This design comes from an exercise in tuning for small area on the open sky130 flow, not from production work.
Only simulation tests tie the RTL to the original design; equivalence was not proved.
Power figures rest on the tool's default switching activity, not on a simulated workload.

run 1:
Design Segway, start of the top module:
module Segway(clk,RST_n,INERT_SS_n,INERT_MOSI,INERT_SCLK,
              INERT_MISO,INERT_INT,A2D_SS_n,A2D_MOSI,A2D_SCLK,
			  A2D_MISO,PWM1_lft,PWM2_lft,PWM1_rght,PWM2_rght,
			  OVR_I_lft,OVR_I_rght,piezo_n,piezo,RX);
==> flow/config.mk <==
export PLATFORM = sky130hd
export DESIGN_NAME = Segway
export DESIGN_NICKNAME = Segway
export VERILOG_FILES = /design/flow/design.v
export SDC_FILE = /design/flow/constraint.sdc
export NUM_CORES = 4
export LEC_CHECK = 0
export ABC_AREA = 1
export CAP_MARGIN = 5
export CORE_MARGIN = 2
export CORE_UTILIZATION = 55
export SLEW_MARGIN = 5
==> flow/constraint.sdc <==
create_clock -name core_clock -period 12.0 [get_ports {clk}]
set_input_delay 2.4000 -clock core_clock [delete_from_list [all_inputs] [get_ports {clk}]]
set_output_delay 2.4000 -clock core_clock [all_outputs]
set_load 0.01 [all_outputs]
standard.sh (not shown) runs the stock make flow with config.mk's settings and CLKGATE_MAP_FILE= SYNTH_SCRIPT=/design/flow/synth_recipe.tcl, a recipe that flattens the netlist after the stock synthesis.
==> flow/flow/run.sh <==
#!/bin/bash
set -euo pipefail
export FLOW_FLOW_DIR=$(cd "$(dirname "${BASH_SOURCE[0]}")" && pwd)
CTS_SIZE=${CTS_SIZE:-18}
CTS_DIAM=${CTS_DIAM:-70}
{ cat "$FLOW_FLOW_DIR/abc_override.tcl"; cat synth_recipe.tcl; } > my_synth.tcl
bash standard.sh SYNTH_SCRIPT=$PWD/my_synth.tcl \
  "SYNTH_OPERATIONS_ARGS=-extra-map $FLOW_FLOW_DIR/lcu_ripple.v" \
  ADDER_MAP_FILE= \
  "CTS_ARGS=-sink_clustering_enable -repair_clock_nets -sink_clustering_size $CTS_SIZE -sink_clustering_max_diameter $CTS_DIAM -buf_list sky130_fd_sc_hd__clkbuf_8 -dont_use_dummy_load" \
  "BUFFER_PORTS_ARGS=-buffer_cell sky130_fd_sc_hd__buf_1" \
  finish > flow.log 2>&1
==> flow/flow/abc_override.tcl <==
# Map with an area-oriented ABC script instead of the flow's default one.
# Only the combinational mapping changes; the registers are mapped before.
proc abc {args} {
  set i [lsearch -exact $args -script]
  if { $i >= 0 } {
    set args [lreplace $args [expr {$i + 1}] [expr {$i + 1}] $::env(FLOW_FLOW_DIR)/area.abc]
  }
  yosys abc {*}$args
}
==> flow/flow/area.abc <==
strash
dc2
dch -f
amap
strash
dc2
dch -f
amap
topo
==> flow/flow/lcu_ripple.v <==
(* techmap_celltype = "$lcu" *)
module _80_lcu_ripple (P, G, CI, CO);
	parameter WIDTH = 2;
	(* force_downto *)
	input [WIDTH-1:0] P, G;
	input CI;
	(* force_downto *)
	output [WIDTH-1:0] CO;
	genvar i;
	generate for (i = 0; i < WIDTH; i = i + 1) begin : g
		if (i == 0)
			assign CO[i] = G[i] | (P[i] & CI);
		else
			assign CO[i] = G[i] | (P[i] & CO[i-1]);
	end endgenerate
endmodule
Looking at the reports, run 1 completed the entire flow and the layout it produced met the timing, design-rule and antenna checks.
--- input diff run 1..run 2 ---
Settings: changing SLEW_MARGIN from 5 to 20; changing CAP_MARGIN from 5 to 20.
==> flow/flow/area.abc <==
strash
dc2
dch -f
amap
strash
&get -n
&deepsyn -T 60
&put
dch -f
amap
topo
==> comparison <==
Compared with run 1, run 2 shows a sequential cell area share that is 1.3 points higher. Looking at smallest hold slack, run 2 sits 3.2 ps below run 1. Against run 1 as the reference, run 2 delivers a lower share of final-layout standard cells stronger than drive strength 1. Looking only at combinational group share of total power, and setting everything else aside, the higher value of run 1 and run 2 goes to run 2.
--- input diff run 2..run 3 ---
Settings: GPL_ROUTABILITY_DRIVEN: unset -> 0.
## What came out
As far as residual overflow from global routing goes, run 2 and run 3 are indistinguishable; the numbers are identical.
Run 3 ended up with iDRV.rght_mag[1] as its endpoint of the most critical setup path; run 2 ended up with iDRV.rght_mag[4].
Re power in the clock group: run 3 is about 1% up on run 2.
Relative to run 2, detail-routed net length per standard cell has decreased by about 1% in run 3.
Number of stages on the worst setup path, run 3 vs run 2: up by a few percent
The wire length of the first global-routing pass number comes out higher for run 3 vs run 2.
> inputs changed (run 3 -> run 4)
Settings: GPL_ROUTABILITY_DRIVEN removed (was 0).
==> flow/flow/area.abc <==
strash
dc2
dch -f
amap
strash
&get -n
&deepsyn -T 180
&put
dch -f
amap
topo
==> comparison <==
- Diff run 3 -> run 4 | layout clock buffer count | up by more than 10%
- In run 4, count of cells along the worst register-to-register path is lower than in run 3.
- Diff run 3 -> run 4: count of cell types in the netlist saw little to no change, final net count went down, die width saw little to no change.
- Measured against run 4, the number of buffers outside the clock class in the layout of run 3 comes out at 0.909 times the reference value.
- The design area number comes out lower for run 3 vs run 4.
- Compared with run 3, run 4 shows via count that has gone up slightly.
- Overall fraction of global-route tracks in use in run 4 is 0.16 points above run 3.
Inputs modified between run 4 and run 5:
==> flow/flow/run.sh <==
#!/bin/bash
set -euo pipefail
export FLOW_FLOW_DIR=$(cd "$(dirname "${BASH_SOURCE[0]}")" && pwd)
CTS_SIZE=${CTS_SIZE:-25}
CTS_DIAM=${CTS_DIAM:-80}
{ cat "$FLOW_FLOW_DIR/abc_override.tcl"; cat synth_recipe.tcl; } > my_synth.tcl
bash standard.sh SYNTH_SCRIPT=$PWD/my_synth.tcl \
  "SYNTH_OPERATIONS_ARGS=-extra-map $FLOW_FLOW_DIR/lcu_ripple.v" \
  ADDER_MAP_FILE= \
  "CTS_ARGS=-sink_clustering_enable -repair_clock_nets -sink_clustering_size $CTS_SIZE -sink_clustering_max_diameter $CTS_DIAM -buf_list sky130_fd_sc_hd__clkbuf_16 -dont_use_dummy_load" \
  "BUFFER_PORTS_ARGS=-buffer_cell sky130_fd_sc_hd__buf_1" \
  finish > flow.log 2>&1
==> flow/flow/area.abc <==
strash
dc2
dch -f
amap
strash
&get -n
&deepsyn -T 60
&put
dch -f
amap
topo
- Summary — final critical-path setup slack, run 5 relative to run 4: higher, by 34 ps.
- Diff run 4 -> run 5: via count fell by 1.1%; cell area picked up an extra 0.60%; power after layout has increased.
- Run 4 -> run 5: number of violations of the max-capacitance limit delta 0, exact match
- Count of mapped cells out of synthesis (run 5 vs. run 4) increases slightly
- Taking run 4 as the reference point, the minimum clock period of run 5 falls by 34 ps.
- On die area, run 4 tracks run 5 almost exactly.
- Run 5 and run 4 ended up with roughly the same starting density of the core.
- Compared to run 4, run 5 has global-route usage over all layers 0.46 points lower.
- Share of final layout cell area taken by non-clock buffers: run 4 vs run 5 — no meaningful difference
